Optimization exercise on an open flow, not production practice. RTL: at most simulated, not proved equivalent. Function not checked: runs 1 and 2. Power: default activity.

==> design.v <==
module ecc_enc (
  input  [71:0] d_i,
  output [79:0] q_o
);
  wire e0 = d_i[11] ^ d_i[12];
  wire e1 = d_i[13] ^ d_i[14];
  wire e2 = d_i[15] ^ d_i[16];
  wire e3 = d_i[17] ^ d_i[18];
  wire e4 = d_i[19] ^ d_i[20];
  wire e5 = d_i[21] ^ d_i[22];
  wire e6 = d_i[23] ^ d_i[24];
  wire e7 = d_i[25] ^ d_i[41];
  wire e8 = d_i[42] ^ d_i[43];
  wire e9 = d_i[44] ^ d_i[45];
  wire e10 = d_i[46] ^ d_i[47];
  wire e11 = d_i[48] ^ d_i[49];
  wire e12 = d_i[50] ^ d_i[51];
  wire e13 = d_i[52] ^ d_i[53];
  wire e14 = d_i[54] ^ d_i[55];
  wire e15 = e0 ^ e1;
  wire e16 = e2 ^ e3;
  wire e17 = e4 ^ e5;
  wire e18 = e6 ^ e7;
  wire e19 = e8 ^ e9;
  wire e20 = e10 ^ e11;
  wire e21 = e12 ^ e13;
  wire e22 = e14 ^ d_i[56];
  wire e23 = e15 ^ e16;
  wire e24 = e17 ^ e18;
  wire e25 = e19 ^ e20;
  wire e26 = e21 ^ e22;
  wire e27 = e23 ^ e24;
  wire e28 = e25 ^ e26;
  wire e29 = e27 ^ e28;
  wire e30 = d_i[0] ^ d_i[13];
  wire e31 = d_i[1] ^ d_i[15];
  wire e32 = d_i[2] ^ d_i[16];
  wire e33 = d_i[3] ^ d_i[17];
  wire e34 = d_i[4] ^ d_i[19];
  wire e35 = d_i[5] ^ d_i[20];
  wire e36 = d_i[6] ^ d_i[21];
  wire e37 = d_i[7] ^ d_i[22];
  wire e38 = d_i[8] ^ d_i[23];
  wire e39 = d_i[9] ^ d_i[24];
  wire e40 = d_i[10] ^ d_i[25];
  wire e41 = d_i[26] ^ d_i[42];
  wire e42 = d_i[27] ^ d_i[43];
  wire e43 = d_i[28] ^ d_i[44];
  wire e44 = d_i[29] ^ d_i[45];
  wire e45 = d_i[30] ^ d_i[46];
  wire e46 = d_i[31] ^ d_i[47];
  wire e47 = d_i[32] ^ d_i[48];
  wire e48 = d_i[33] ^ d_i[49];
  wire e49 = d_i[34] ^ d_i[50];
  wire e50 = d_i[35] ^ d_i[51];
  wire e51 = d_i[36] ^ d_i[52];
  wire e52 = d_i[37] ^ d_i[53];
  wire e53 = d_i[38] ^ d_i[54];
  wire e54 = d_i[39] ^ d_i[55];
  wire e55 = d_i[40] ^ d_i[56];
  wire e56 = d_i[41] ^ e41;
  wire e57 = e42 ^ e43;
  wire e58 = e44 ^ e45;
  wire e59 = e46 ^ e47;
  wire e60 = e48 ^ e49;
  wire e61 = e50 ^ e51;
  wire e62 = e52 ^ e53;
  wire e63 = e54 ^ e55;
  wire e64 = e56 ^ e57;
  wire e65 = e58 ^ e59;
  wire e66 = e60 ^ e61;
  wire e67 = e62 ^ e63;
  wire e68 = e64 ^ e65;
  wire e69 = e66 ^ e67;
  wire e70 = e68 ^ e69;
  wire e71 = d_i[11] ^ e41;
  wire e72 = d_i[12] ^ e42;
  wire e73 = e30 ^ e43;
  wire e74 = d_i[14] ^ e44;
  wire e75 = e31 ^ e45;
  wire e76 = e32 ^ e46;
  wire e77 = e33 ^ e47;
  wire e78 = d_i[18] ^ e48;
  wire e79 = e34 ^ e49;
  wire e80 = e35 ^ e50;
  wire e81 = e36 ^ e51;
  wire e82 = e37 ^ e52;
  wire e83 = e38 ^ e53;
  wire e84 = e39 ^ e54;
  wire e85 = e40 ^ e55;
  wire e86 = d_i[57] ^ d_i[58];
  wire e87 = d_i[59] ^ d_i[60];
  wire e88 = d_i[61] ^ d_i[62];
  wire e89 = d_i[63] ^ d_i[64];
  wire e90 = d_i[65] ^ d_i[66];
  wire e91 = d_i[67] ^ d_i[68];
  wire e92 = d_i[69] ^ d_i[70];
  wire e93 = e86 ^ e87;
  wire e94 = e88 ^ e89;
  wire e95 = e90 ^ e91;
  wire e96 = e92 ^ d_i[71];
  wire e97 = e93 ^ e94;
  wire e98 = e95 ^ e96;
  wire e99 = e97 ^ e98;
  wire e100 = e71 ^ d_i[57];
  wire e101 = e72 ^ d_i[58];
  wire e102 = e73 ^ d_i[59];
  wire e103 = e74 ^ d_i[60];
  wire e104 = e75 ^ d_i[61];
  wire e105 = e76 ^ d_i[62];
  wire e106 = e77 ^ d_i[63];
  wire e107 = e78 ^ d_i[64];
  wire e108 = e79 ^ d_i[65];
  wire e109 = e80 ^ d_i[66];
  wire e110 = e81 ^ d_i[67];
  wire e111 = e82 ^ d_i[68];
  wire e112 = e83 ^ d_i[69];
  wire e113 = e84 ^ d_i[70];
  wire e114 = e85 ^ d_i[71];
  wire e115 = e100 ^ e102;
  wire e116 = e104 ^ e106;
  wire e117 = e108 ^ e110;
  wire e118 = e112 ^ e114;
  wire e119 = e115 ^ e116;
  wire e120 = e117 ^ e118;
  wire e121 = e119 ^ e120;
  wire e122 = d_i[41] ^ e100;
  wire e123 = e101 ^ e102;
  wire e124 = e103 ^ e104;
  wire e125 = e105 ^ e106;
  wire e126 = e107 ^ e108;
  wire e127 = e109 ^ e110;
  wire e128 = e111 ^ e112;
  wire e129 = e113 ^ e114;
  wire e130 = e123 ^ e125;
  wire e131 = e127 ^ e129;
  wire e132 = e130 ^ e131;
  wire e133 = e122 ^ e123;
  wire e134 = e124 ^ e125;
  wire e135 = e126 ^ e127;
  wire e136 = e128 ^ e129;
  wire e137 = e134 ^ e136;
  wire e138 = e133 ^ e134;
  wire e139 = e135 ^ e136;
  wire e140 = e138 ^ e139;
  wire e141 = e140 ^ e121;
  wire e142 = e132 ^ e137;
  wire e143 = e139 ^ e29;
  wire e144 = e70 ^ e99;
  wire e145 = e141 ^ e142;
  wire e146 = e143 ^ e144;
  wire e147 = e145 ^ e146;
  assign q_o[2] = d_i[0];
  assign q_o[4] = d_i[1];
  assign q_o[5] = d_i[2];
  assign q_o[6] = d_i[3];
  assign q_o[8] = d_i[4];
  assign q_o[9] = d_i[5];
  assign q_o[10] = d_i[6];
  assign q_o[11] = d_i[7];
  assign q_o[12] = d_i[8];
  assign q_o[13] = d_i[9];
  assign q_o[14] = d_i[10];
  assign q_o[16] = d_i[11];
  assign q_o[17] = d_i[12];
  assign q_o[18] = d_i[13];
  assign q_o[19] = d_i[14];
  assign q_o[20] = d_i[15];
  assign q_o[21] = d_i[16];
  assign q_o[22] = d_i[17];
  assign q_o[23] = d_i[18];
  assign q_o[24] = d_i[19];
  assign q_o[25] = d_i[20];
  assign q_o[26] = d_i[21];
  assign q_o[27] = d_i[22];
  assign q_o[28] = d_i[23];
  assign q_o[29] = d_i[24];
  assign q_o[30] = d_i[25];
  assign q_o[32] = d_i[26];
  assign q_o[33] = d_i[27];
  assign q_o[34] = d_i[28];
  assign q_o[35] = d_i[29];
  assign q_o[36] = d_i[30];
  assign q_o[37] = d_i[31];
  assign q_o[38] = d_i[32];
  assign q_o[39] = d_i[33];
  assign q_o[40] = d_i[34];
  assign q_o[41] = d_i[35];
  assign q_o[42] = d_i[36];
  assign q_o[43] = d_i[37];
  assign q_o[44] = d_i[38];
  assign q_o[45] = d_i[39];
  assign q_o[46] = d_i[40];
  assign q_o[47] = d_i[41];
  assign q_o[48] = d_i[42];
  assign q_o[49] = d_i[43];
  assign q_o[50] = d_i[44];
  assign q_o[51] = d_i[45];
  assign q_o[52] = d_i[46];
  assign q_o[53] = d_i[47];
  assign q_o[54] = d_i[48];
  assign q_o[55] = d_i[49];
  assign q_o[56] = d_i[50];
  assign q_o[57] = d_i[51];
  assign q_o[58] = d_i[52];
  assign q_o[59] = d_i[53];
  assign q_o[60] = d_i[54];
  assign q_o[61] = d_i[55];
  assign q_o[62] = d_i[56];
  assign q_o[64] = d_i[57];
  assign q_o[65] = d_i[58];
  assign q_o[66] = d_i[59];
  assign q_o[67] = d_i[60];
  assign q_o[68] = d_i[61];
  assign q_o[69] = d_i[62];
  assign q_o[70] = d_i[63];
  assign q_o[71] = d_i[64];
  assign q_o[72] = d_i[65];
  assign q_o[73] = d_i[66];
  assign q_o[74] = d_i[67];
  assign q_o[75] = d_i[68];
  assign q_o[76] = d_i[69];
  assign q_o[77] = d_i[70];
  assign q_o[78] = d_i[71];
  assign q_o[0] = e121;
  assign q_o[1] = e132;
  assign q_o[3] = e137;
  assign q_o[7] = e139;
  assign q_o[15] = e29;
  assign q_o[31] = e70;
  assign q_o[63] = e99;
  assign q_o[79] = e147;
endmodule
module ecc_dec (
  input             rst_ni,
  input             clk_i,
  input             clkena_i,
  input      [79:0] d_i,
  output reg [71:0] q_o,
  output     [7:0]  syndrome_o,
  output            sb_err_o,
  output            db_err_o,
  output            sb_fix_o
);
  wire x0 = d_i[0] ^ d_i[2];
  wire x1 = d_i[4] ^ d_i[6];
  wire x2 = d_i[8] ^ d_i[10];
  wire x3 = d_i[12] ^ d_i[14];
  wire x4 = d_i[16] ^ d_i[18];
  wire x5 = d_i[20] ^ d_i[22];
  wire x6 = d_i[24] ^ d_i[26];
  wire x7 = d_i[28] ^ d_i[30];
  wire x8 = d_i[32] ^ d_i[34];
  wire x9 = d_i[36] ^ d_i[38];
  wire x10 = d_i[40] ^ d_i[42];
  wire x11 = d_i[44] ^ d_i[46];
  wire x12 = d_i[48] ^ d_i[50];
  wire x13 = d_i[52] ^ d_i[54];
  wire x14 = d_i[56] ^ d_i[58];
  wire x15 = d_i[60] ^ d_i[62];
  wire x16 = d_i[64] ^ d_i[66];
  wire x17 = d_i[68] ^ d_i[70];
  wire x18 = d_i[72] ^ d_i[74];
  wire x19 = d_i[76] ^ d_i[78];
  wire x20 = x0 ^ x1;
  wire x21 = x2 ^ x3;
  wire x22 = x4 ^ x5;
  wire x23 = x6 ^ x7;
  wire x24 = x8 ^ x9;
  wire x25 = x10 ^ x11;
  wire x26 = x12 ^ x13;
  wire x27 = x14 ^ x15;
  wire x28 = x16 ^ x17;
  wire x29 = x18 ^ x19;
  wire x30 = x20 ^ x21;
  wire x31 = x22 ^ x23;
  wire x32 = x24 ^ x25;
  wire x33 = x26 ^ x27;
  wire x34 = x28 ^ x29;
  wire x35 = x30 ^ x31;
  wire x36 = x32 ^ x33;
  wire x37 = x35 ^ x36;
  wire x38 = x37 ^ x34;
  wire x39 = d_i[79] ^ d_i[0];
  wire x40 = d_i[1] ^ d_i[2];
  wire x41 = d_i[3] ^ d_i[4];
  wire x42 = d_i[5] ^ d_i[6];
  wire x43 = d_i[7] ^ d_i[8];
  wire x44 = d_i[9] ^ d_i[10];
  wire x45 = d_i[11] ^ d_i[12];
  wire x46 = d_i[13] ^ d_i[14];
  wire x47 = d_i[15] ^ d_i[16];
  wire x48 = d_i[17] ^ d_i[18];
  wire x49 = d_i[19] ^ d_i[20];
  wire x50 = d_i[21] ^ d_i[22];
  wire x51 = d_i[23] ^ d_i[24];
  wire x52 = d_i[25] ^ d_i[26];
  wire x53 = d_i[27] ^ d_i[28];
  wire x54 = d_i[29] ^ d_i[30];
  wire x55 = d_i[31] ^ d_i[32];
  wire x56 = d_i[33] ^ d_i[34];
  wire x57 = d_i[35] ^ d_i[36];
  wire x58 = d_i[37] ^ d_i[38];
  wire x59 = d_i[39] ^ d_i[40];
  wire x60 = d_i[41] ^ d_i[42];
  wire x61 = d_i[43] ^ d_i[44];
  wire x62 = d_i[45] ^ d_i[46];
  wire x63 = d_i[47] ^ d_i[48];
  wire x64 = d_i[49] ^ d_i[50];
  wire x65 = d_i[51] ^ d_i[52];
  wire x66 = d_i[53] ^ d_i[54];
  wire x67 = d_i[55] ^ d_i[56];
  wire x68 = d_i[57] ^ d_i[58];
  wire x69 = d_i[59] ^ d_i[60];
  wire x70 = d_i[61] ^ d_i[62];
  wire x71 = d_i[63] ^ d_i[64];
  wire x72 = d_i[65] ^ d_i[66];
  wire x73 = d_i[67] ^ d_i[68];
  wire x74 = d_i[69] ^ d_i[70];
  wire x75 = d_i[71] ^ d_i[72];
  wire x76 = d_i[73] ^ d_i[74];
  wire x77 = d_i[75] ^ d_i[76];
  wire x78 = d_i[77] ^ d_i[78];
  wire x79 = x40 ^ x42;
  wire x80 = x44 ^ x46;
  wire x81 = x48 ^ x50;
  wire x82 = x52 ^ x54;
  wire x83 = x56 ^ x58;
  wire x84 = x60 ^ x62;
  wire x85 = x64 ^ x66;
  wire x86 = x68 ^ x70;
  wire x87 = x72 ^ x74;
  wire x88 = x76 ^ x78;
  wire x89 = x79 ^ x80;
  wire x90 = x81 ^ x82;
  wire x91 = x83 ^ x84;
  wire x92 = x85 ^ x86;
  wire x93 = x87 ^ x88;
  wire x94 = x89 ^ x90;
  wire x95 = x91 ^ x92;
  wire x96 = x94 ^ x95;
  wire x97 = x96 ^ x93;
  wire x98 = x39 ^ x40;
  wire x99 = x41 ^ x42;
  wire x100 = x43 ^ x44;
  wire x101 = x45 ^ x46;
  wire x102 = x47 ^ x48;
  wire x103 = x49 ^ x50;
  wire x104 = x51 ^ x52;
  wire x105 = x53 ^ x54;
  wire x106 = x55 ^ x56;
  wire x107 = x57 ^ x58;
  wire x108 = x59 ^ x60;
  wire x109 = x61 ^ x62;
  wire x110 = x63 ^ x64;
  wire x111 = x65 ^ x66;
  wire x112 = x67 ^ x68;
  wire x113 = x69 ^ x70;
  wire x114 = x71 ^ x72;
  wire x115 = x73 ^ x74;
  wire x116 = x75 ^ x76;
  wire x117 = x77 ^ x78;
  wire x118 = x99 ^ x101;
  wire x119 = x103 ^ x105;
  wire x120 = x107 ^ x109;
  wire x121 = x111 ^ x113;
  wire x122 = x115 ^ x117;
  wire x123 = x118 ^ x119;
  wire x124 = x120 ^ x121;
  wire x125 = x123 ^ x124;
  wire x126 = x125 ^ x122;
  wire x127 = x98 ^ x99;
  wire x128 = x100 ^ x101;
  wire x129 = x102 ^ x103;
  wire x130 = x104 ^ x105;
  wire x131 = x106 ^ x107;
  wire x132 = x108 ^ x109;
  wire x133 = x110 ^ x111;
  wire x134 = x112 ^ x113;
  wire x135 = x114 ^ x115;
  wire x136 = x116 ^ x117;
  wire x137 = x128 ^ x130;
  wire x138 = x132 ^ x134;
  wire x139 = x137 ^ x138;
  wire x140 = x139 ^ x136;
  wire x141 = x127 ^ x128;
  wire x142 = x129 ^ x130;
  wire x143 = x131 ^ x132;
  wire x144 = x133 ^ x134;
  wire x145 = x135 ^ x136;
  wire x146 = x142 ^ x144;
  wire x147 = x141 ^ x142;
  wire x148 = x143 ^ x144;
  wire x149 = x147 ^ x148;
  wire x150 = x149 ^ x145;
  wire [6:0] syn = {x145, x148, x146, x140, x126, x97, x38};
  wire [71:0] dat = {d_i[78], d_i[77], d_i[76], d_i[75], d_i[74], d_i[73], d_i[72], d_i[71], d_i[70], d_i[69], d_i[68], d_i[67], d_i[66], d_i[65], d_i[64], d_i[62], d_i[61], d_i[60], d_i[59], d_i[58], d_i[57], d_i[56], d_i[55], d_i[54], d_i[53], d_i[52], d_i[51], d_i[50], d_i[49], d_i[48], d_i[47], d_i[46], d_i[45], d_i[44], d_i[43], d_i[42], d_i[41], d_i[40], d_i[39], d_i[38], d_i[37], d_i[36], d_i[35], d_i[34], d_i[33], d_i[32], d_i[30], d_i[29], d_i[28], d_i[27], d_i[26], d_i[25], d_i[24], d_i[23], d_i[22], d_i[21], d_i[20], d_i[19], d_i[18], d_i[17], d_i[16], d_i[14], d_i[13], d_i[12], d_i[11], d_i[10], d_i[9], d_i[8], d_i[6], d_i[5], d_i[4], d_i[2]};
  reg [71:0] d1;
  reg [6:0]  s1;
  reg        p1;
  reg [6:0]  s2;
  reg        p2;
  wire [7:0] lo = 8'd1 << s1[2:0];
  wire [9:0] hi;
  genvar u;
  generate for (u = 0; u < 10; u = u + 1) begin : g_hi
    assign hi[u] = (s1[6:3] == u);
  end endgenerate
  wire [71:0] fix;
  assign fix[0] = hi[0] & lo[3];
  assign fix[1] = hi[0] & lo[5];
  assign fix[2] = hi[0] & lo[6];
  assign fix[3] = hi[0] & lo[7];
  assign fix[4] = hi[1] & lo[1];
  assign fix[5] = hi[1] & lo[2];
  assign fix[6] = hi[1] & lo[3];
  assign fix[7] = hi[1] & lo[4];
  assign fix[8] = hi[1] & lo[5];
  assign fix[9] = hi[1] & lo[6];
  assign fix[10] = hi[1] & lo[7];
  assign fix[11] = hi[2] & lo[1];
  assign fix[12] = hi[2] & lo[2];
  assign fix[13] = hi[2] & lo[3];
  assign fix[14] = hi[2] & lo[4];
  assign fix[15] = hi[2] & lo[5];
  assign fix[16] = hi[2] & lo[6];
  assign fix[17] = hi[2] & lo[7];
  assign fix[18] = hi[3] & lo[0];
  assign fix[19] = hi[3] & lo[1];
  assign fix[20] = hi[3] & lo[2];
  assign fix[21] = hi[3] & lo[3];
  assign fix[22] = hi[3] & lo[4];
  assign fix[23] = hi[3] & lo[5];
  assign fix[24] = hi[3] & lo[6];
  assign fix[25] = hi[3] & lo[7];
  assign fix[26] = hi[4] & lo[1];
  assign fix[27] = hi[4] & lo[2];
  assign fix[28] = hi[4] & lo[3];
  assign fix[29] = hi[4] & lo[4];
  assign fix[30] = hi[4] & lo[5];
  assign fix[31] = hi[4] & lo[6];
  assign fix[32] = hi[4] & lo[7];
  assign fix[33] = hi[5] & lo[0];
  assign fix[34] = hi[5] & lo[1];
  assign fix[35] = hi[5] & lo[2];
  assign fix[36] = hi[5] & lo[3];
  assign fix[37] = hi[5] & lo[4];
  assign fix[38] = hi[5] & lo[5];
  assign fix[39] = hi[5] & lo[6];
  assign fix[40] = hi[5] & lo[7];
  assign fix[41] = hi[6] & lo[0];
  assign fix[42] = hi[6] & lo[1];
  assign fix[43] = hi[6] & lo[2];
  assign fix[44] = hi[6] & lo[3];
  assign fix[45] = hi[6] & lo[4];
  assign fix[46] = hi[6] & lo[5];
  assign fix[47] = hi[6] & lo[6];
  assign fix[48] = hi[6] & lo[7];
  assign fix[49] = hi[7] & lo[0];
  assign fix[50] = hi[7] & lo[1];
  assign fix[51] = hi[7] & lo[2];
  assign fix[52] = hi[7] & lo[3];
  assign fix[53] = hi[7] & lo[4];
  assign fix[54] = hi[7] & lo[5];
  assign fix[55] = hi[7] & lo[6];
  assign fix[56] = hi[7] & lo[7];
  assign fix[57] = hi[8] & lo[1];
  assign fix[58] = hi[8] & lo[2];
  assign fix[59] = hi[8] & lo[3];
  assign fix[60] = hi[8] & lo[4];
  assign fix[61] = hi[8] & lo[5];
  assign fix[62] = hi[8] & lo[6];
  assign fix[63] = hi[8] & lo[7];
  assign fix[64] = hi[9] & lo[0];
  assign fix[65] = hi[9] & lo[1];
  assign fix[66] = hi[9] & lo[2];
  assign fix[67] = hi[9] & lo[3];
  assign fix[68] = hi[9] & lo[4];
  assign fix[69] = hi[9] & lo[5];
  assign fix[70] = hi[9] & lo[6];
  assign fix[71] = hi[9] & lo[7];
  always @(posedge clk_i or negedge rst_ni)
    if (!rst_ni) begin
      d1 <= 72'h0; s1 <= 7'h0; p1 <= 1'b0;
      q_o <= 72'h0; s2 <= 7'h0; p2 <= 1'b0;
    end else if (clkena_i) begin
      d1 <= dat; s1 <= syn; p1 <= x150;
      q_o <= d1 ^ fix; s2 <= s1; p2 <= p1;
    end
  wire nz = |s2;
  wire pow2 = ~|(s2 & (s2 - 7'd1));
  assign syndrome_o = {p2, s2};
  assign sb_err_o   =  p2 & nz;
  assign db_err_o   = ~p2 & nz;
  assign sb_fix_o   =  p2 & nz & ~pow2;
endmodule
module ecc_codec (
  input  logic        clk,
  input  logic        rst_n,      
  input  logic        en,         
  input  logic [71:0] enc_d,      
  output logic [79:0] enc_q,      
  input  logic [79:0] dec_d,      
  output logic [71:0] dec_q,      
  output logic [7:0]  dec_syndrome,
  output logic        dec_sb_err,
  output logic        dec_db_err,
  output logic        dec_sb_fix
);
  logic [71:0] enc_r;
  always_ff @(posedge clk or negedge rst_n)
    if (!rst_n)  enc_r <= 72'h0;
    else if (en) enc_r <= enc_d;
  ecc_enc enc_inst (
    .d_i ( enc_r ),
    .q_o ( enc_q ));
  ecc_dec dec_inst (
    .rst_ni     ( rst_n        ),
    .clk_i      ( clk          ),
    .clkena_i   ( en           ),
    .d_i        ( dec_d        ),
    .q_o        ( dec_q        ),
    .syndrome_o ( dec_syndrome ),
    .sb_err_o   ( dec_sb_err   ),
    .db_err_o   ( dec_db_err   ),
    .sb_fix_o   ( dec_sb_fix   ));
endmodule
==> flow/run.sh <==
#!/bin/bash
# The standard layout, with the smallest buffer (buf_1) on every input and output port.
set -euo pipefail
export BUFFER_PORTS_ARGS="-buffer_cell sky130_fd_sc_hd__buf_1"
bash standard.sh > standard_flow.log 2>&1
==> standard.sh <==
#!/bin/bash
# synth_recipe.tcl (not shown) runs the flow's synth.tcl, then flattens the netlist and writes it again
# the make line also repeats each setting of config.mk as NAME=value (left out here)
make -C /OpenROAD-flow-scripts/flow DESIGN_CONFIG=/design/flow/config.mk WORK_HOME=/design/flow/orfs CLKGATE_MAP_FILE= SYNTH_SCRIPT=/design/flow/synth_recipe.tcl "${@:-finish}"
==> config.mk <==
export PLATFORM = sky130hd
export DESIGN_NAME = ecc_codec
export DESIGN_NICKNAME = ecc_codec
export VERILOG_FILES = /design/flow/design.v
export SDC_FILE = /design/flow/constraint.sdc
export NUM_CORES = 4
export LEC_CHECK = 0
export CAP_MARGIN = 20
export CORE_MARGIN = 2
export CORE_UTILIZATION = 40
export CTS_CLUSTER_DIAMETER = 60
export CTS_CLUSTER_SIZE = 25
export SLEW_MARGIN = 20
==> constraint.sdc <==
create_clock -name core_clock -period 4.0 [get_ports {clk}]
set_input_delay 0.8000 -clock core_clock [delete_from_list [all_inputs] [get_ports {clk}]]
set_output_delay 0.8000 -clock core_clock [all_outputs]
set_load 0.01 [all_outputs]
==> results by group, run 1 <==
Worst setup path
  – CP arrival: 3.09 ns
  – R2r setup slk: 1.91 ns
  – Crit end category: primary output
  – Worst R2R End: dec_inst.q_o[27]
  – Critical R2R Launch: dec_inst.s1[6]
  – Setup CP Type: reg2out
  – Worst R2R Path Depth: 5
  – Worst-path maximum fanout: 4
  – Critical Path RT: 3.20 ns
  – Startpoint Class: flip-flop

Clocking
  – CTS sink cnt: 232
  – CTS tree: done
  – CTS Buf Count: 24
  – CTS root buffer: clkbuf_16
  – Clk buf depth: 3
  – Hold Buf Count CTS: 0
  – Worst-skew pair later-pin latency: 0.54 ns
  – Clock H-tree levels: 1
  – CTS clock-pin slew for the worst setup and hold paths: 0.08 ns

Routing
  – Initial DRT Pass Iterations: 4
  – DRC errors left: 0
  – Total number of vias: 8600
  – Drt initial violations: 357
  – Post-route ant nets: 0
  – Vias per inst: approximately 4.8
  – Met3 wire len: about 2000 um
  – Highest routed metal layer: met5
  – DRT Wirelength: 34680 um
  – Routed metal-1 wirelength: 15020 um
  – Routed met2 length: approximately 17000 um
  – Average routed wire per standard cell: 19.38 um

Synth
  – Sequential-to-total area share from yosys stat: 46.98%
  – Post-Syn Instances: 1061
  – Syn Nets: 1216
  – Distinct cell type count after synthesis: 27
  – Synth Flop Type: dfrtp_1
  – Synth top area share: 46.98%
  – Synthesized area: 12360 um^2
  – Seq cells post-synth: 232
  – Ranking of synthesized cells by area: dfrtp_1 (47%), xnor2_1 (16%), mux2_2 (14%), xor2_1 (7.4%), a21oi_1 (3.3%)
  – EDFF count, synth: 0
  – Synth warn: 2
  – Mean Syn Cell Area: 11.65 um^2
  – Largest area contributor in the netlist: dfrtp_1
  – Ys async rst share: between 90% and 100%
  – Most frequent cell after synthesis: dfrtp_1
  – Most common library cells after synthesis: dfrtp_1 (232), xnor2_1 (226), mux2_2 (152)

Placed design
  – Dpl hpwl: approximately 26000 um
  – IO buf count: ~320
  – Place WS: 0.5809 ns
  – DP Cell Count: 1744
  – Gpl congestion: ~0.84

Global route
  – First-pass GRT wire length: 52940 um
  – Largest net degree at the start of global routing: 58
  – Number of global-route vias before repair: approximately 8900
  – GRT overflow: 0
  – Initial antenna violation count: 3
  – Total global-route track usage: about a fifth

Job
  – Max-Cap Viols: 0

STA
  – Rel. slew slack: 24.22%
  – Tcrit/Tclk final: 97.21%
  – Worst Tran Pin Value: 1.128 ns
  – Hold Vio Cnt, Final: 0
  – Setup WS post-layout: 0.1117 ns
  – Final Skew: 0.01580 ns
  – Max-slew violations: 0
  – F_max: 257.2 MHz
  – Final setup vio count: 0
  – Crit path time final: 3.888 ns

Pwr
  – Power Dens Cells: 680.7 nW/um^2
  – Clock power share: about a quarter
  – Sw Ratio: 38.76%
  – Flop pwr share: 29.9%
  – Peak VDD IR: 804.5 uV
  – Gate power share: 45.6%
  – Net Switching: 3.969 mW
  – LEAKAGE: roughly 5.7 nW
  – Internal Dissipation: 6.272 mW

Floorplanning
  – Rows: 64
  – CORE AREA: slightly above 30000 um^2
  – Die footprint: between 30000 and 40000 um^2
  – I/O pin cnt: 318
  – Die W: about 180 um
  – Initial Utilization: 40.51%
  – Die height: 179.8 um

Finish
  – Area delta synth->final: 21.74%
  – Filler cell count: between 2000 and 3000
  – Post-route insts no fill: 1790
  – Share of cells above drive strength 1: approximately 18%
  – Fin nets: 1530

Min path
  – Min-delay worst type: in2async

Status
  – Status: no timing/DRC/antenna violations
worst max-delay path, cell delays in order, from the launching register on:
cell and delay (ns):
dfrtp_1 0.42, xnor3_2 0.50, xnor2_2 0.24, xor2_2 0.22
xnor2_2 0.11, xnor2_2 0.21, xor3_1 0.26, xnor3_1 0.43
buf_1 0.17
repair_timing:
action                                  4_1_cts  5_1_grt
pin swaps                                     0        3
endpoints found under the setup margin        1        1
buffers inserted                              0        0
resized for setup                             1        9
routing by layer:
layer,vias to the layer above,track usage (%)
met3,49,4.113
met5,-,0
met4,4,5.138
met1,4171,27.74
met2,270,35.71
li1,4106,-
registers in the layout (all words and copies together), names as in the netlist:
signal        cells
dec_inst.d1      72
dec_inst.p1       1
dec_inst.s2       7
dec_inst.p2       1
enc_r            72
dec_inst.s1       7
dec_inst.q_o     72
through the flow:
stage	TNS, ns	hold slack [ns]	utilization, %	power (mW)	instance area, um^2
after floorplan	0	0.4805	-	6.720	12360
after global placement	0	0.4974	46.10	7.660	14060
after detailed placement	0	0.4925	46.10	7.678	14060
after CTS	0	0.4155	49.08	10.26	14970
after global routing	-0.01975	0.4473	49.30	10.80	15040
final	0	0.3885	49.31	10.24	15040
worst max path at each step:
stage / start / endpoint / slack [ns] / cells past startpoint
5_1_grt: enc_r[67] / enc_q[79] / -0.02 / 8
3_3_place_gp: enc_r[63] / enc_q[79] / 0.62 / 7
6_report: enc_r[66] / enc_q[79] / 0.11 / 8
2_1_floorplan: enc_r[71] / enc_q[79] / 0.79 / 7
3_5_place_dp: enc_r[63] / enc_q[79] / 0.58 / 7
4_1_cts: enc_r[71] / enc_q[79] / 0.02 / 7
cell usage in the layout, fill, tap and decap left out, drive strengths merged:
cell	n
xor3	3
xnor2	237
buf	335
xnor3	10
nor2	89
nor2b	1
bufinv	3
a21boi	1
nor3b	3
maj3	1
nand2	76
dfrtp	232
inv	7
and3b	1
clkinv	8
o21ai	1
and3	1
nor3	9
nand2b	4
mux2	152
clkbuf	26
diode	1
a21oi	81
o21bai	1
xor2	108
nor4	1
clkinvlp	2
power by group through the flow:
stage / clock network [mW] / registers [mW] / logic [mW]
global placement: 0 / 3.09 / 4.57
global route: 2.67 / 3.12 / 5.01
detailed placement: 0 / 3.10 / 4.58
CTS: 2.58 / 3.06 / 4.63
finish: 2.52 / 3.06 / 4.67
floorplan: 0 / 3.08 / 3.64
layout make-up:
cell class,instances,area [um^2],share of cell area [%]
well taps,396,495.5,3.293
clock buffers,24,600.6,3.992
clock inverters,20,301.5,2.004
repair buffers,337,1433,9.523
diodes,1,2.502,0.01663
multi-input cells,780,6406,42.58
flip-flops and latches,232,5806,38.59
kinds of logic after synthesis:
logic type | synth area share (%)
and+or+nand+nor | 5.984
adders and majority gates | 0.08100
DFF | 46.98
muxes | 13.85
AOI/OAI and AO/OA | 3.442
xor gates and xnor gates | 27.90
buffers and inverters | 1.762
==> run 2: changes to the inputs <==
==> run.sh (new file) <==
#!/bin/bash
# synth_recipe.tcl (not shown) runs the flow's synth.tcl, then flattens the netlist and writes it again
# the make line also repeats each setting of config.mk as NAME=value (left out here)
make -C /OpenROAD-flow-scripts/flow DESIGN_CONFIG=/design/flow/config.mk WORK_HOME=/design/flow/orfs CLKGATE_MAP_FILE= SYNTH_SCRIPT=/design/flow/synth_recipe.tcl finish
--- a/config.mk
+++ b/config.mk
@@ -10,4 +10,2 @@
 export CORE_UTILIZATION = 40
-export CTS_CLUSTER_DIAMETER = 60
-export CTS_CLUSTER_SIZE = 25
 export SLEW_MARGIN = 20
removed: flow/run.sh
removed: standard.sh
==> results by group, run 2 <==
Status
  – Status: no timing/DRC/antenna violations

STA
  – F_max: 262.3 MHz
  – Tcrit/Tclk final: 95.32%
  – Final setup vio count: 0
  – Max-slew violations: 0
  – Setup TNS Final: 0 ns
  – Worst Tran Pin Value: 1.150 ns
  – Final Skew: 0.01112 ns
  – Fin Hold WS: 0.2637 ns
  – Rel. slew slack: 22.72%
  – Crit path time final: 3.813 ns
  – Unrepaired setup endpoints after global routing: false
  – Hold Vio Cnt, Final: 0

Worst setup path
  – Worst R2R Path Depth: 5
  – Startpoint Class: flip-flop
  – CP arrival: 3.01 ns
  – Critical Path RT: 3.20 ns
  – Setup CP Type: reg2out
  – Worst-path maximum fanout: 4
  – Crit end category: primary output

Finish
  – Diode count: 0
  – Share of cells above drive strength 1: 17.90%
  – Area delta synth->final: 38.11%
  – Biggest regs: dec_inst.d1 x72, dec_inst.q_o x72, enc_r x72
  – Fin nets: between 1500 and 2000
  – Commonest non-fill, non-tap cell in the layout: clkdlybuf4s50_1
  – Most frequent cells in the layout: clkdlybuf4s50_1 (314), dfrtp_1 (232), xnor2_1 (216), mux2_2 (152), xor2_1 (103)
  – Filler cell count: 2689

Routing
  – Average routed wire per standard cell: 20.69 um
  – DRT Wirelength: around 37000 um
  – DRC errors left: 0
  – Vias per inst: 4.777
  – Initial DRT Pass Iterations: 4
  – Post-route ant nets: 0
  – Drt initial violations: 431
  – Total number of vias: about 8600

Global route
  – Initial antenna violation count: 2
  – Total global-route track usage: approximately 23%
  – Largest net degree at the start of global routing: 92
  – GRT overflow: 0
  – Number of global-route vias before repair: approximately 9100
  – First-pass GRT wire length: 56710 um

Placed design
  – Gpl congestion: 0.8374
  – Dpl hpwl: 28090 um
  – IO buf count: 317

Synth
  – Most frequent cell after synthesis: dfrtp_1
  – Ys async rst share: 100.0%
  – Seq cells post-synth: 232
  – Ranking of synthesized cells by area: dfrtp_1 (47%), xnor2_1 (16%), mux2_2 (14%), xor2_1 (7.4%), a21oi_1 (3.3%)
  – Synth Flop Type: dfrtp_1
  – Mean Syn Cell Area: around 12 um^2
  – Most common library cells after synthesis: dfrtp_1 (232), xnor2_1 (226), mux2_2 (152)
  – Synth warn: 2
  – EDFF count, synth: 0
  – Synthesized area: 12360 um^2
  – Post-Syn Instances: between 1000 and 1500
  – Synth top area share: 46.98%
  – Syn Nets: about 1200
  – Distinct cell type count after synthesis: 27
  – Largest area contributor in the netlist: dfrtp_1
  – Sequential-to-total area share from yosys stat: 46.98%

Clocking
  – CTS root buffer: clkbuf_16
  – CTS tree: done
  – CTS Buf Count: 29
  – Worst-skew pair later-pin latency: 0.54 ns
  – CTS clock-pin slew for the worst setup and hold paths: about 0.05 ns
  – Hold Buf Count CTS: 0
  – Clock H-tree levels: 1
  – CTS sink cnt: 232
  – Clk buf depth: 3

Floorplanning
  – Initial Utilization: 40.51%
  – I/O pin cnt: 318
  – Rows: 64
  – Die W: ~180 um
  – CORE AREA: 30510 um^2
  – Die height: 179.8 um
  – Die footprint: roughly 32000 um^2

Min path
  – Min-delay worst type: in2async

Pwr
  – Power Dens Cells: 651.8 nW/um^2
  – LEAKAGE: 6.627 nW
  – Peak VDD IR: between 600 and 700 uV

Job
  – Max-Cap Viols: 0
## run 2: cells by family after synthesis
group	after synthesis	share of synthesized area (%)
fa+ha+maj	1	0.08100
compound gates	84	3.442
xor+xnor	358	27.90
simple gates	185	5.984
flops	232	46.98
buf+inv	49	1.762
mux	152	13.85
## run 2: per-layer routing
layer,track usage [%],up-vias,wire [um]
met5,0,-,25
met4,5.528,4,913
met3,4.903,57,2136
met2,38.59,259,17700
met1,30.05,4140,16330
li1,-,4105,-
## run 2: power by group
group | internal (mW) | switching, mW
logic | 3.02 | 2.48
clock network | 1.55 | 0.996
registers | 2.69 | 0.384
total | 7.26 | 3.86
## run 2: what timing repair did
item,4_1_cts,5_1_grt
pin swaps,12,5
setup endpoints to repair,1,1
buffers inserted,4,0
gates resized for setup,11,10
## run 2: final timing paths
kind	from	to	slack [ns]
max in group asynchronous	rst_n	dec_inst.p1	2.75
worst min register to register	dec_inst.q_o[53]	dec_inst.q_o[53]	0.52
worst max-delay path	enc_r[13]	enc_q[79]	0.19
min in group core_clock	dec_inst.q_o[53]	dec_inst.q_o[53]	0.52
worst max register to register	dec_inst.s1[4]	dec_inst.q_o[6]	1.85
worst min-delay path	rst_n	dec_inst.q_o[14]	0.26
## run 2: critical path, cell delays in order, from the launching register on
cell	delay [ns]
dfrtp_1	0.41
xnor3_1	0.46
xor2_2	0.18
xnor2_2	0.18
xnor2_1	0.22
xor2_1	0.23
xnor2_1	0.17
xnor3_1	0.37
clkdlybuf4s15_2	0.25
## run 2: through the flow
| step | cells | setup slack [ns] | total power, mW | utilization (%) | area [um^2] |
|---|---|---|---|---|---|
| 5_1_grt | 1793 | 0.05023 | 11.65 | 55.94 | 17070 |
| 4_1_cts | 1793 | 0.0004350 | 11.21 | 55.66 | 16980 |
| 3_3_place_gp | 1742 | 0.2309 | 8.539 | 52.39 | 15980 |
| 6_report | 1793 | 0.1870 | 11.12 | 55.94 | 17070 |
| 2_1_floorplan | 1061 | 0.7858 | 6.720 | - | 12360 |
| 3_5_place_dp | 1742 | 0.1698 | 8.601 | 52.41 | 15990 |
## run 2: layout make-up
class	instances	area [um^2]	area share [%]
clock buffers	41	830.8	4.868
clock inverters	6	83.83	0.4912
multi-input cells	780	6472	37.92
flip-flops and latches	232	5806	34.02
well taps	396	495.5	2.903
repair buffers	338	3379	19.80
==> run 3: changes to the inputs <==
--- a/design.v
+++ b/design.v
@@ -481,9 +481,19 @@
   assign fix[71] = hi[9] & lo[7];
+  always @(posedge clk_i)
+    if (clkena_i) begin
+      d1 <= dat; s1 <= syn; p1 <= x150;
+    end
+  reg v1;
+  always @(posedge clk_i or negedge rst_ni)
+    if (!rst_ni)        v1 <= 1'b0;
+    else if (clkena_i) v1 <= 1'b1;
+  wire ld   = clkena_i & v1;
+  wire hold = ~clkena_i;
   always @(posedge clk_i or negedge rst_ni)
     if (!rst_ni) begin
-      d1 <= 72'h0; s1 <= 7'h0; p1 <= 1'b0;
       q_o <= 72'h0; s2 <= 7'h0; p2 <= 1'b0;
-    end else if (clkena_i) begin
-      d1 <= dat; s1 <= syn; p1 <= x150;
-      q_o <= d1 ^ fix; s2 <= s1; p2 <= p1;
+    end else begin
+      q_o <= ({72{ld}} & (d1 ^ fix)) | ({72{hold}} & q_o);
+      s2  <= ({7{ld}} & s1) | ({7{hold}} & s2);
+      p2  <= (ld & p1) | (hold & p2);
     end
==> flow/run.sh (new file) <==
#!/bin/bash
# The standard layout with two changes:
#  - synthesis maps the logic with an area-oriented ABC script (flow/area.abc) instead of
#    ORFS's speed script; the flip-flops are mapped before ABC runs, so they are the same
#    as the standard synthesis's;
#  - every input and output port gets the smallest buffer (buf_1).
set -euo pipefail
ABC_DONT_USE_EXTRA="sky130_fd_sc_hd__mux2_1 sky130_fd_sc_hd__mux2_2 sky130_fd_sc_hd__mux2_4 sky130_fd_sc_hd__mux2_8 sky130_fd_sc_hd__mux2i_1 sky130_fd_sc_hd__o22ai_1"
W=$PWD
# synthesis script: synth_recipe.tcl with ABC's speed script replaced by flow/area.abc
{
  head -n 1 synth_recipe.tcl
  cat <<TCL
proc abc {args} {
  set i [lsearch -exact \$args -script]
  if {\$i >= 0 && [string match *abc_speed.script [lindex \$args [expr {\$i + 1}]]]} {
    lset args [expr {\$i + 1}] $W/flow/area.abc
    lappend args {*}$(for c in $ABC_DONT_USE_EXTRA; do printf -- '-dont_use %s ' "$c"; done)
  }
  yosys abc {*}\$args
}
TCL
  tail -n +2 synth_recipe.tcl
} > own_synth.tcl
sed "s#SYNTH_SCRIPT=[^ ]*synth_recipe.tcl#SYNTH_SCRIPT=$W/own_synth.tcl#" standard.sh > own_standard.sh
grep -q "SYNTH_SCRIPT=$W/own_synth.tcl" own_standard.sh
export BUFFER_PORTS_ARGS="-buffer_cell sky130_fd_sc_hd__buf_1"
bash own_standard.sh > own_flow.log 2>&1
==> flow/area.abc (new file) <==
strash
dch
amap
==> standard.sh (new file) <==
#!/bin/bash
# synth_recipe.tcl (not shown) runs the flow's synth.tcl, then flattens the netlist and writes it again
# the make line also repeats each setting of config.mk as NAME=value (left out here)
make -C /OpenROAD-flow-scripts/flow DESIGN_CONFIG=/design/flow/config.mk WORK_HOME=/design/flow/orfs CLKGATE_MAP_FILE= SYNTH_SCRIPT=/design/flow/synth_recipe.tcl "${@:-finish}"
--- a/config.mk
+++ b/config.mk
@@ -10,2 +10,4 @@
 export CORE_UTILIZATION = 40
+export CTS_CLUSTER_DIAMETER = 80
+export CTS_CLUSTER_SIZE = 20
 export SLEW_MARGIN = 20
removed: run.sh
==> results by group, run 3 <==
Pwr
  – Sw Ratio: between 30% and 40%
  – Net Switching: 2.577 mW
  – Total Power: 6.979 mW
  – LEAKAGE: approximately 5.5 nW
  – Flop pwr share: between 40% and 50%
  – Clock power share: 24.4%
  – Peak VDD IR: 278.6 uV
  – Power Dens Cells: about 490 nW/um^2
  – Internal Dissipation: 4.402 mW
  – Gate power share: 33.0%

Worst setup path
  – Setup CP Type: reg2out
  – Worst-path maximum fanout: 3
  – Crit-path cells: nor2_1, a21oi_4, nor2_1, a21oi_2, nor2_1, a21oi_2, clkinv_2, a21oi_4, xor2_2, clkinv_2, a22oi_2, clkinv_1, a22oi_1, nand2_1, o21ai_2, xor2_1, buf_2
  – Startpoint Class: flip-flop
  – CP most frequent cell: nor2_1
  – CP max-delay cell: dfrtp_1
  – CP arrival: 3.37 ns
  – Max stage delay on crit path: 0.42 ns
  – Critical Path RT: 3.20 ns
  – Crit end category: primary output
  – Kind of cell adding the most delay to the critical path: compound AO/OA/AOI/OAI gates
  – CP bufs+invs: 4

Clocking
  – CTS tree: done
  – CTS sink cnt: 233
  – CTS root buffer: clkbuf_16
  – Clock H-tree levels: 1
  – Hold Buf Count CTS: 0
  – CTS Buf Count: 16
  – Clk buf depth: 3
  – Worst-skew pair later-pin latency: 0.51 ns
  – CTS clock-pin slew for the worst setup and hold paths: 0.09 ns

Placed design
  – Gpl congestion: 0.8509
  – Dpl hpwl: between 20000 and 25000 um
  – Place WS: 0.01670 ns
  – IO buf count: 317

Routing
  – Total number of vias: 10552
  – DRC errors left: 0
  – Post-route ant nets: 0
  – DRT Wirelength: between 30000 and 40000 um
  – Average routed wire per standard cell: 17.40 um
  – Initial DRT Pass Iterations: 5
  – Vias per inst: 5.160
  – Drt initial violations: between 700 and 800

Job
  – Max-Cap Viols: 0

Floorplanning
  – I/O pin cnt: 318
  – Rows: 62
  – Die W: 174.0 um
  – Die footprint: 30260 um^2
  – Die height: 174.0 um
  – CORE AREA: 28550 um^2
  – Initial Utilization: 40.47%

STA
  – Worst Tran Pin Value: 0.9087 ns
  – Rel. slew slack: between 30 and 40%
  – Final Skew: 0.02940 ns
  – Unrepaired setup endpoints after global routing: true
  – Tcrit/Tclk final: 104.3%
  – Max-slew violations: 0
  – Setup WS post-layout: -0.1706 ns
  – Final setup vio count: 1
  – Hold Vio Cnt, Final: 0
  – Crit path time final: 4.171 ns
  – F_max: around 240 MHz

Global route
  – Largest net degree at the start of global routing: 154
  – First-pass GRT wire length: about 55000 um
  – Number of global-route vias before repair: 9934
  – Total global-route track usage: 22.78%
  – GRT overflow: 0
  – Initial antenna violation count: 0

Finish
  – Area delta synth->final: 22.68%
  – Commonest non-fill, non-tap cell in the layout: buf_1
  – Fin nets: 1806
  – Share of cells above drive strength 1: 6.803%
  – Biggest regs: dec_inst.d1 x72, dec_inst.q_o x72, enc_r x72
  – Most frequent cells in the layout: buf_1 (314), nor2_1 (292), a21oi_1 (196), dfrtp_1 (151), nand2_1 (140)
  – Diode count: 0
  – Filler cell count: 2779

Synth
  – Synthesized area: between 10000 and 15000 um^2
  – Most frequent cell after synthesis: nor2_1
  – Post-Syn Instances: 1296
  – Synth top area share: 33.14%
  – Synth Flop Type: dfrtp_1
  – Distinct cell type count after synthesis: 22
  – Ranking of synthesized cells by area: dfrtp_1 (33%), edfxtp_1 (21%), nor2_1 (9.6%), a21oi_1 (9.5%), a22o_1 (8.9%)
  – Sequential-to-total area share from yosys stat: a little over half
  – Synth warn: 2
  – EDFF count, synth: 80
  – Mean Syn Cell Area: between 8 and 9 um^2
  – Largest area contributor in the netlist: dfrtp_1
  – Seq cells post-synth: 233
  – Ys async rst share: 65.67%
  – Syn Nets: between 1000 and 1500
  – Most common library cells after synthesis: nor2_1 (297), a21oi_1 (220), dfrtp_1 (153)

Status
  – Layout Check Fails: negative setup slack
  – Status: complete, but fails checks

Min path
  – Min-delay worst type: reg2reg
-- run 3: cell types whose count changed after synthesis, sizes merged, moves of 117 or more --
cell	change
a21oi	+139
o21ai	+138
xnor2	-232
mux2	-152
nor2	+208
a22o	+117
-- run 3: repair_timing --
item,4_1_cts,5_1_grt
endpoints found under the setup margin,1,1
buffers inserted,11,8
pin swaps,8,10
resized for setup,54,34
-- run 3: metal layers --
metal | up-vias | GRT usage (%) | part of all wire [%]
met5 | - | 0 | 0
met3 | 56 | 4.199 | 7.1
met2 | 379 | 38.10 | 47
met1 | 4763 | 30.05 | 43
li1 | 5354 | - | -
met4 | 0 | 7.248 | 3.0
-- run 3: cells by family (layout without fill, tap and decap cells) --
group / count (synthesis) / in the layout / synth area share [%]
XOR/XNOR: 18 / 18 / 1.365
flip-flops: 233 / 233 / 53.93
AND/OR/NAND/NOR: 462 / 462 / 15.44
buffers and inverters: 75 / 440 / 2.729
AO/OA/AOI/OAI: 508 / 508 / 26.53
-- run 3: metrics by stage --
stage / util (%) / setup TNS, ns / hold slack [ns] / area (um^2) / instances
after global routing: 49.65 / -0.4072 / 0.4921 / 14170 / 2045
after floorplan: - / 0 / 0.4392 / 11550 / 1296
final: 49.65 / -0.1706 / 0.4717 / 14170 / 2045
after global placement: 46.52 / 0 / 0.4449 / 13280 / 1998
after detailed placement: 46.52 / 0 / 0.4635 / 13280 / 1998
after CTS: 49.07 / -0.06407 / 0.4778 / 14010 / 2037
-- run 3: worst paths after layout --
path | startpoint | to | slack [ns] | cells past startpoint
worst max-delay path | enc_r[40] | enc_q[79] | -0.17 | 17
worst min-delay path | dec_inst.p1 | dec_inst.p2 | 0.47 | 1
worst max register to register | dec_inst.s1[1] | dec_inst.q_o[54] | 1.95 | 5
worst min register to register | dec_inst.p1 | dec_inst.p2 | 0.47 | 1
max in group asynchronous | rst_n | dec_inst.q_o[25] | 2.87 | 2
min in group asynchronous | rst_n | enc_r[7] | 0.51 | 2
-- run 3: layout make-up --
type,instances,area [um^2],share of cell area [%]
Clock buffer,24,471.7,3.328
Clock inverter,4,33.78,0.2383
Inverter,66,255.2,1.801
Multi-Input combinational cell,988,5245,37.01
Sequential cell,233,6233,43.98
Tap cell,384,480.5,3.390
Timing Repair Buffer,346,1454,10.26
-- run 3: power by group through the flow --
stage                     logic, mW  clock network (mW)  registers, mW
after floorplan                1.29                   0           3.05
after global placement         2.00                   0           3.00
after detailed placement       2.03                   0           3.01
after CTS                      2.16                1.76           2.97
after global routing           2.56                1.84           3.01
final                          2.30                1.70           2.97
-- run 3: worst reg2reg max path, stage by stage (launching register included) --
cell	delay, ns
edfxtp_1	0.47
clkinv_1	0.14
nand3_1	0.64
nor2_1	0.36
a21oi_1	0.10
a22o_1	0.21
==> run 4: changes to the inputs <==
--- a/flow/run.sh
+++ b/flow/run.sh
@@ -7,3 +7,3 @@
 set -euo pipefail
-ABC_DONT_USE_EXTRA="sky130_fd_sc_hd__mux2_1 sky130_fd_sc_hd__mux2_2 sky130_fd_sc_hd__mux2_4 sky130_fd_sc_hd__mux2_8 sky130_fd_sc_hd__mux2i_1 sky130_fd_sc_hd__o22ai_1"
+ABC_DONT_USE_EXTRA=""
 W=$PWD
==> flow/area.abc (replaced) <==
&get -n
&st
&synch2
&nf -R 1000
&put
==> results by group, run 4 <==
Min path
  – Min-delay worst type: in2async

Synth
  – Distinct cell type count after synthesis: 26
  – Sequential-to-total area share from yosys stat: between 50% and 60%
  – Ys async rst share: 65.67%
  – Ranking of synthesized cells by area: dfrtp_1 (33%), edfxtp_1 (21%), xnor2_1 (19%), xor2_1 (8.1%), mux2_1 (7.0%)
  – Largest area contributor in the netlist: dfrtp_1
  – Synth warn: 2
  – EDFF count, synth: 80
  – Syn Nets: 1116
  – Synthesized area: ~12000 um^2
  – Most frequent cell after synthesis: xnor2_1
  – Synth Flop Type: dfrtp_1
  – Post-Syn Instances: roughly 960
  – Synth top area share: 32.83%
  – Most common library cells after synthesis: xnor2_1 (257), dfrtp_1 (153), xor2_1 (108)
  – Seq cells post-synth: 233
  – Mean Syn Cell Area: 12.14 um^2

Clocking
  – CTS clock-pin slew for the worst setup and hold paths: 0.08 ns
  – CTS tree: done
  – CTS sink cnt: 233
  – Clk buf depth: 3
  – Clock H-tree levels: 1
  – Hold Buf Count CTS: 0
  – Worst-skew pair later-pin latency: roughly 0.50 ns
  – CTS root buffer: clkbuf_16
  – Setup Buffers After CTS: 0
  – CTS Buf Count: 16

Worst setup path
  – Setup CP Type: reg2out
  – Critical Path RT: between 3 and 4 ns
  – Worst-path maximum fanout: 4
  – CP arrival: 3.00 ns
  – CP max-delay cell: dfrtp_1
  – Max stage delay on crit path: between 0.4 and 0.5 ns
  – Startpoint Class: flip-flop
  – Crit end category: primary output
  – CP most frequent cell: xnor2_1
  – Crit-path cells: xnor2_1, xnor2_2, xnor2_1, xnor2_1, xnor2_1, xnor2_1, xnor2_1, xnor2_1, xnor2_1, buf_1

Placed design
  – Dpl hpwl: between 20000 and 25000 um
  – IO buf count: 317
  – Gpl congestion: 0.8283

Routing
  – Initial DRT Pass Iterations: 6
  – Vias per inst: 4.694
  – DRT Wirelength: 31810 um
  – Drt initial violations: 399
  – Post-route ant nets: 0
  – DRC errors left: 0
  – Total number of vias: 7933
  – Average routed wire per standard cell: 18.82 um

Floorplanning
  – CORE AREA: approximately 29000 um^2
  – I/O pin cnt: 318
  – Initial Utilization: 40.63%
  – Rows: 62
  – Die footprint: roughly 31000 um^2
  – Die height: 174.8 um
  – Die W: 174.8 um

STA
  – Tcrit/Tclk final: between 90% and 100%
  – Unrepaired setup endpoints after global routing: false
  – Setup TNS Final: 0 ns
  – Crit path time final: ~3.8 ns
  – F_max: 263.1 MHz
  – Hold Vio Cnt, Final: 0
  – Rel. slew slack: about 27%
  – Worst Tran Pin Value: about 1.1 ns
  – Final setup vio count: 0
  – Max-slew violations: 0
  – Final Skew: 0.02362 ns

Finish
  – Fin nets: 1451
  – Filler cell count: 2760
  – Biggest regs: dec_inst.d1 x72, dec_inst.q_o x72, enc_r x72
  – Diode count: 0
  – Area delta synth->final: 19.78%
  – Most frequent cells in the layout: buf_1 (315), xnor2_1 (255), dfrtp_1 (153), xor2_1 (108), nand2_1 (85)
  – Post-layout util: about 49%
  – Share of cells above drive strength 1: 2.986%
  – Commonest non-fill, non-tap cell in the layout: buf_1

Global route
  – First-pass GRT wire length: around 48000 um
  – Number of global-route vias before repair: 8000
  – GRT overflow: 0
  – Initial antenna violation count: 2
  – Total global-route track usage: 20.59%
  – Largest net degree at the start of global routing: between 70 and 80

Pwr
  – LEAKAGE: 4.863 nW
  – Power Dens Cells: around 650 nW/um^2
  – Peak VDD IR: around 490 uV

Job
  – Max-Cap Viols: 0

Status
  – Status: no timing/DRC/antenna violations
## run 4: cell types whose count changed after synthesis, moves of 29 or more
cell / before / now
a21oi_1: 220 / 0
nor2_1: 297 / 7
xor2_1: 13 / 108
a22o_1: 117 / 0
a22oi_1: 29 / 0
o21ai_0: 139 / 9
nand2_1: 141 / 86
o22ai_1: 0 / 72
xnor2_1: 5 / 257
mux2_1: 0 / 72
## run 4: metal layers
metal	share of wire (%)	routed length, um	global-route usage [%]
met1	42	13260	26.49
met2	50	15760	36.00
met3	7.0	2212	4.526
met4	1.7	549	3.646
met5	0.11	34	0
## run 4: kinds of logic (layout without fill, tap and decap cells)
family | count (synthesis) | in the layout | synth area share (%)
XOR/XNOR | 367 | 367 | 27.81
flip-flops | 233 | 233 | 53.43
AND/OR/NAND/NOR | 114 | 114 | 4.098
buffers and inverters | 90 | 435 | 3.186
AO/OA/AOI/OAI | 84 | 84 | 4.442
multiplexers | 72 | 72 | 6.952
adder cells (fa/ha/maj) | 1 | 1 | 0.08583
## run 4: critical path: cells and delay by family (launching register included)
kind / cells / cell delay (ns)
xor+xnor: 9 / 1.87
flops: 1 / 0.43
buf+inv: 1 / 0.19
## run 4: repair_timing
item	CTS	global route
endpoints found under the hold margin	0	0
setup endpoints to repair	0	1
resized for setup	0	2
## run 4: power by group
| part | switching, mW | leakage (nW) | internal [mW] |
|---|---|---|---|
| combinational | 2.36 | 2.00 | 1.74 |
| sequential | 0.321 | 2.61 | 2.84 |
| clock | 0.864 | 0.258 | 0.916 |
## run 4: cell type report
| class | instances | area (um^2) | area share (%) |
|---|---|---|---|
| clock inverter | 3 | 53.80 | 0.3851 |
| timing repair buffer | 326 | 1315 | 9.413 |
| sequential | 233 | 6231 | 44.60 |
| clock buffer | 25 | 485.5 | 3.475 |
| tap | 384 | 480.5 | 3.439 |
| multi-input combinational | 638 | 5100 | 36.51 |
| inverter | 81 | 304.0 | 2.176 |
## run 4: final timing paths
path | startpoint | end | slack (ns) | depth (start not counted)
setup / recovery | enc_r[17] | enc_q[79] | 0.20 | 10
min in group core_clock | dec_inst.p1 | dec_inst.p2 | 0.50 | 2
max in group asynchronous | rst_n | enc_r[15] | 2.78 | 2
hold reg to reg | dec_inst.p1 | dec_inst.p2 | 0.50 | 2
setup reg to reg | dec_inst.s1[0] | dec_inst.q_o[26] | 1.77 | 5
hold / removal | rst_n | dec_inst.q_o[26] | 0.37 | 1
## run 4: metrics by stage
step / cell area (um^2) / setup slack (ns) / total power, mW / hold slack, ns / cells
after floorplan: 11660 / 1.111 / 6.410 / 0.4260 / 961
after global placement: 13400 / 0.6855 / 7.235 / 0.4784 / 1662
after detailed placement: 13420 / 0.6130 / 7.292 / 0.4769 / 1662
after CTS: 13950 / 0.06340 / 9.089 / 0.4051 / 1690
after global routing: 13970 / 0.004471 / 9.563 / 0.4179 / 1690
final: 13970 / 0.1994 / 9.043 / 0.3735 / 1690
==> run 5: changes to the inputs <==
--- a/design.v
+++ b/design.v
@@ -19,10 +19,10 @@
   wire e14 = d_i[54] ^ d_i[55];
-  wire e15 = e0 ^ e1;
-  wire e16 = e2 ^ e3;
-  wire e17 = e4 ^ e5;
-  wire e18 = e6 ^ e7;
-  wire e19 = e8 ^ e9;
-  wire e20 = e10 ^ e11;
-  wire e21 = e12 ^ e13;
-  wire e22 = e14 ^ d_i[56];
+  wire e15 = d_i[56] ^ e0;
+  wire e16 = e1 ^ e2;
+  wire e17 = e3 ^ e4;
+  wire e18 = e5 ^ e6;
+  wire e19 = e7 ^ e8;
+  wire e20 = e9 ^ e10;
+  wire e21 = e11 ^ e12;
+  wire e22 = e13 ^ e14;
   wire e23 = e15 ^ e16;
@@ -97,6 +97,6 @@
   wire e92 = d_i[69] ^ d_i[70];
-  wire e93 = e86 ^ e87;
-  wire e94 = e88 ^ e89;
-  wire e95 = e90 ^ e91;
-  wire e96 = e92 ^ d_i[71];
+  wire e93 = d_i[71] ^ e86;
+  wire e94 = e87 ^ e88;
+  wire e95 = e89 ^ e90;
+  wire e96 = e91 ^ e92;
   wire e97 = e93 ^ e94;
@@ -104,17 +104,17 @@
   wire e99 = e97 ^ e98;
-  wire e100 = e71 ^ d_i[57];
-  wire e101 = e72 ^ d_i[58];
-  wire e102 = e73 ^ d_i[59];
-  wire e103 = e74 ^ d_i[60];
-  wire e104 = e75 ^ d_i[61];
-  wire e105 = e76 ^ d_i[62];
-  wire e106 = e77 ^ d_i[63];
-  wire e107 = e78 ^ d_i[64];
-  wire e108 = e79 ^ d_i[65];
-  wire e109 = e80 ^ d_i[66];
-  wire e110 = e81 ^ d_i[67];
-  wire e111 = e82 ^ d_i[68];
-  wire e112 = e83 ^ d_i[69];
-  wire e113 = e84 ^ d_i[70];
-  wire e114 = e85 ^ d_i[71];
+  wire e100 = d_i[57] ^ e71;
+  wire e101 = d_i[58] ^ e72;
+  wire e102 = d_i[59] ^ e73;
+  wire e103 = d_i[60] ^ e74;
+  wire e104 = d_i[61] ^ e75;
+  wire e105 = d_i[62] ^ e76;
+  wire e106 = d_i[63] ^ e77;
+  wire e107 = d_i[64] ^ e78;
+  wire e108 = d_i[65] ^ e79;
+  wire e109 = d_i[66] ^ e80;
+  wire e110 = d_i[67] ^ e81;
+  wire e111 = d_i[68] ^ e82;
+  wire e112 = d_i[69] ^ e83;
+  wire e113 = d_i[70] ^ e84;
+  wire e114 = d_i[71] ^ e85;
   wire e115 = e100 ^ e102;
@@ -145,7 +145,7 @@
   wire e140 = e138 ^ e139;
-  wire e141 = e140 ^ e121;
-  wire e142 = e132 ^ e137;
-  wire e143 = e139 ^ e29;
-  wire e144 = e70 ^ e99;
-  wire e145 = e141 ^ e142;
+  wire e141 = e99 ^ e29;
+  wire e142 = e70 ^ e121;
+  wire e143 = e132 ^ e137;
+  wire e144 = e139 ^ e141;
+  wire e145 = e140 ^ e142;
   wire e146 = e143 ^ e144;
@@ -281,4 +281,4 @@
   wire x36 = x32 ^ x33;
-  wire x37 = x35 ^ x36;
-  wire x38 = x37 ^ x34;
+  wire x37 = x34 ^ x35;
+  wire x38 = x36 ^ x37;
   wire x39 = d_i[79] ^ d_i[0];
@@ -340,4 +340,4 @@
   wire x95 = x91 ^ x92;
-  wire x96 = x94 ^ x95;
-  wire x97 = x96 ^ x93;
+  wire x96 = x93 ^ x94;
+  wire x97 = x95 ^ x96;
   wire x98 = x39 ^ x40;
@@ -369,4 +369,4 @@
   wire x124 = x120 ^ x121;
-  wire x125 = x123 ^ x124;
-  wire x126 = x125 ^ x122;
+  wire x125 = x122 ^ x123;
+  wire x126 = x124 ^ x125;
   wire x127 = x98 ^ x99;
@@ -383,4 +383,4 @@
   wire x138 = x132 ^ x134;
-  wire x139 = x137 ^ x138;
-  wire x140 = x139 ^ x136;
+  wire x139 = x136 ^ x137;
+  wire x140 = x138 ^ x139;
   wire x141 = x127 ^ x128;
@@ -394,3 +394,3 @@
   wire x149 = x147 ^ x148;
-  wire x150 = x149 ^ x145;
+  wire x150 = x145 ^ x149;
   wire [6:0] syn = {x145, x148, x146, x140, x126, x97, x38};
==> flow/run.sh (replaced) <==
#!/bin/bash
# The standard layout with these changes:
#  - synthesis maps each 2:1 mux (the registers' clock enables) to an a22o cell with a shared
#    inverted select (flow/mux_a22o.v), then maps the rest of the logic with an area-oriented
#    ABC script (flow/area.abc) instead of ORFS's speed script. The flip-flops are mapped
#    before ABC runs, so they are the standard synthesis's;
#  - every input and output port gets the smallest buffer (buf_1).
set -euo pipefail
W=$PWD
# synthesis script: synth_recipe.tcl with a wrapper around ABC's logic mapping
{
  head -n 1 synth_recipe.tcl
  cat <<TCL
proc abc {args} {
  set i [lsearch -exact \$args -script]
  if {\$i >= 0 && [string match *abc_speed.script [lindex \$args [expr {\$i + 1}]]]} {
    yosys techmap -map $W/flow/mux_a22o.v \$::env(DESIGN_NAME)
    yosys opt_merge
    lset args [expr {\$i + 1}] $W/flow/area.abc
  }
  yosys abc {*}\$args
}
TCL
  tail -n +2 synth_recipe.tcl
} > own_synth.tcl
sed "s#SYNTH_SCRIPT=[^ ]*synth_recipe.tcl#SYNTH_SCRIPT=$W/own_synth.tcl#" standard.sh > own_standard.sh
grep -q "SYNTH_SCRIPT=$W/own_synth.tcl" own_standard.sh
export BUFFER_PORTS_ARGS="-buffer_cell sky130_fd_sc_hd__buf_1"
bash own_standard.sh > own_flow.log 2>&1
==> flow/mux_a22o.v (new file) <==
module \$_MUX_ (input A, input B, input S, output Y);
  sky130_fd_sc_hd__a22o_1 _TECHMAP_REPLACE_ (.A1(S), .A2(B), .B1(~S), .B2(A), .X(Y));
endmodule
==> results by group, run 5 <==
Status
  – Log Error: ERROR: Found 1 problems in 'check -assert'.
  – Status: aborted with a tool error
  – Failed at: synthesis

Synth
  – Synth warn: 2
==> run 6: changes to the inputs <==
==> flow/mux_a22o.v (replaced) <==
// Each 2:1 mux as an a22o cell with an inverted select; opt_merge shares the inverters.
module \$_MUX_ (input A, input B, input S, output Y);
  wire sn;
  \$_NOT_ inv (.A(S), .Y(sn));
  sky130_fd_sc_hd__a22o_1 _TECHMAP_REPLACE_ (.A1(S), .A2(B), .B1(sn), .B2(A), .X(Y));
endmodule
==> results by group, run 6 <==
Status
  – Status: no timing/DRC/antenna violations

Finish
  – Fin nets: 1377
  – Most frequent cells in the layout: xnor2_1 (329), buf_1 (315), dfrtp_1 (153), a22o_1 (150), edfxtp_1 (80)
  – Area delta synth->final: 20.17%
  – Commonest non-fill, non-tap cell in the layout: xnor2_1
  – Share of cells above drive strength 1: 3.490%
  – Post-route insts no fill: 1612
  – Footprint of the multi-input gates: a little over 5000 um^2
  – Register Area: 6231 um^2
  – Biggest regs: dec_inst.d1 x72, dec_inst.q_o x72, enc_r x72
  – Filler cell count: 2606

Synth
  – Ranking of synthesized cells by area: dfrtp_1 (34%), xnor2_1 (25%), edfxtp_1 (21%), a22o_1 (12%), xor2_1 (2.8%)
  – Seq cells post-synth: 233
  – Synth warn: 2
  – Post-Syn Instances: 881
  – Sequential-to-total area share from yosys stat: 54.77%
  – Synth Area in XOR/XNOR: between 20 and 30%
  – Largest area contributor in the netlist: dfrtp_1
  – Syn Nets: 1036
  – Post-synthesis mux area share: 0%
  – Simple logic cell fraction of the synthesized area: 3.959%
  – Largest family of logic cells by synthesized area: XOR/XNOR gates
  – Ys async rst share: 65.67%
  – Synth top area share: 33.65%
  – Most frequent cell after synthesis: xnor2_1
  – Compound-cell area share of the yosys netlist: a little under an eighth
  – Synthesized-area fraction occupied by adder cells: less than 1%
  – Distinct cell type count after synthesis: 24
  – Most common library cells after synthesis: xnor2_1 (329), dfrtp_1 (153), a22o_1 (150)
  – Synth Flop Type: dfrtp_1
  – Synthesized area: 11380 um^2
  – Mean Syn Cell Area: 12.91 um^2
  – EDFF count, synth: 80

Worst setup path
  – CP max-delay cell: dfrtp_1
  – CP arrival: 2.94 ns
  – Worst-path maximum fanout: 4
  – Setup CP Type: reg2out
  – Crit-path cells: xor2_1, xnor2_1, xnor2_1, xnor2_1, xnor2_1, xnor2_1, xnor2_1, xnor2_1, xnor2_1, buf_1
  – Crit end category: primary output
  – Max stage delay on crit path: 0.43 ns
  – Kind of cell adding the most delay to the critical path: XOR/XNOR gates
  – CP bufs+invs: 1
  – Critical Path RT: 3.20 ns
  – Startpoint Class: flip-flop
  – CP most frequent cell: xnor2_1

Clocking
  – PostCTS Resize Cnt: 0
  – CTS Buf Count: 17
  – Clk buf depth: 3
  – CTS root buffer: clkbuf_16
  – CTS sink cnt: 233
  – Worst-skew pair later-pin latency: 0.52 ns
  – CTS clock-pin slew for the worst setup and hold paths: roughly 0.090 ns
  – CTS tree: done
  – Setup Buffers After CTS: 0
  – Hold Buf Count CTS: 0
  – Clock H-tree levels: 1

Floorplanning
  – CORE AREA: approximately 28000 um^2
  – Die height: 172.7 um
  – Die W: 172.7 um
  – I/O pin cnt: 318
  – Rows: 61
  – Initial Utilization: 40.84%
  – Die footprint: about 30000 um^2

Global route
  – GRT overflow: 0
  – Initial antenna violation count: 2
  – Number of global-route vias before repair: between 8000 and 9000
  – Largest net degree at the start of global routing: 85
  – First-pass GRT wire length: 50250 um
  – Total global-route track usage: 21.85%

Pwr
  – Peak VDD IR: between 600 and 700 uV
  – Total Power: 8.567 mW
  – Power Dens Cells: 626.6 nW/um^2
  – LEAKAGE: 5.038 nW

Routing
  – Total number of vias: about 8000
  – Average routed wire per standard cell: a little over 20 um
  – Drt initial violations: 412
  – Initial DRT Pass Iterations: 5
  – Vias per inst: 4.984
  – Post-route ant nets: 0
  – DRT Wirelength: roughly 34000 um
  – DRC errors left: 0

STA
  – Max-slew violations: 0
  – Crit path time final: 3.744 ns
  – Setup TNS Final: 0 ns
  – Unrepaired setup endpoints after global routing: false
  – Worst Tran Pin Value: 1.048 ns
  – Tcrit/Tclk final: 93.59%
  – Hold Vio Cnt, Final: 0
  – Rel. slew slack: roughly 30%
  – Setup WS post-layout: 0.2564 ns
  – Final setup vio count: 0
  – Fin Hold WS: 0.3594 ns
  – F_max: 267.1 MHz
  – Final Skew: ~0.036 ns

Placed design
  – IO buf count: 317
  – Dpl hpwl: 24440 um
  – Place WS: 0.7511 ns
  – Gpl congestion: 0.8399
  – DP Cell Count: between 1500 and 2000

Min path
  – Min-delay worst type: in2async

Job
  – Max-Cap Viols: 0
-- run 6: worst reg2reg max path: stages, from the launching register on --
cell,delay [ns]
edfxtp_1,0.49
nand2b_1,0.23
nor3_1,0.81
nand2_1,0.21
xnor2_1,0.19
a22o_1,0.19
-- run 6: final timing paths --
| check | slack [ns] | endpoint | from | cells after the start |
|---|---|---|---|---|
| min in group core_clock | 0.50 | dec_inst.d1[23] | dec_d[28] | 1 |
| max in group asynchronous | 2.75 | enc_r[6] | rst_n | 2 |
| worst min-delay path | 0.36 | dec_inst.q_o[36] | rst_n | 1 |
| worst max register to register | 1.75 | dec_inst.q_o[5] | dec_inst.s1[4] | 5 |
| worst min register to register | 0.50 | dec_inst.v1 | dec_inst.v1 | 1 |
| worst max-delay path | 0.26 | enc_q[79] | enc_r[40] | 10 |
-- run 6: cells by family after synthesis --
family / count (synthesis)
xor gates and xnor gates: 367
DFF: 233
AOI/OAI and AO/OA: 157
and+or+nand+nor: 108
buffers and inverters: 14
adders and majority gates: 1
other: 1
-- run 6: where the power goes --
group | internal, mW | total (mW) | switching, mW
combinational | 1.64 | 3.71 | 2.07
clock | 0.856 | 1.77 | 0.918
sequential | 2.80 | 3.08 | 0.282
total | 5.30 | 8.57 | 3.27
-- run 6: final cells by class --
cell class                 instances  share of cell area [%]
timing repair buffer             331                   9.783
clock buffer                      23                   3.432
tap                              378                   3.459
inverter                           5                  0.1556
clock inverter                     6                  0.5033
antenna                            2                 0.03661
sequential                       233                   45.58
multi-input combinational        634                   37.05
-- run 6: per-stage QoR --
step | util (%) | cell area, um^2
after global routing | 49.06 | 13670
after floorplan | - | 11380
after global placement | 47.09 | 13120
after CTS | 49.04 | 13660
final | 49.08 | 13670
after detailed placement | 47.11 | 13120
-- run 6: per-layer routing --
layer  vias to the layer above  global-route usage [%]  share of wire (%)
met5                         -                       0                  0
met2                       318                   38.14                 49
met3                        28                   4.639                7.2
met1                      3923                   28.21                 42
met4                         0                   4.237                1.8
li1                       3766                       -                  -
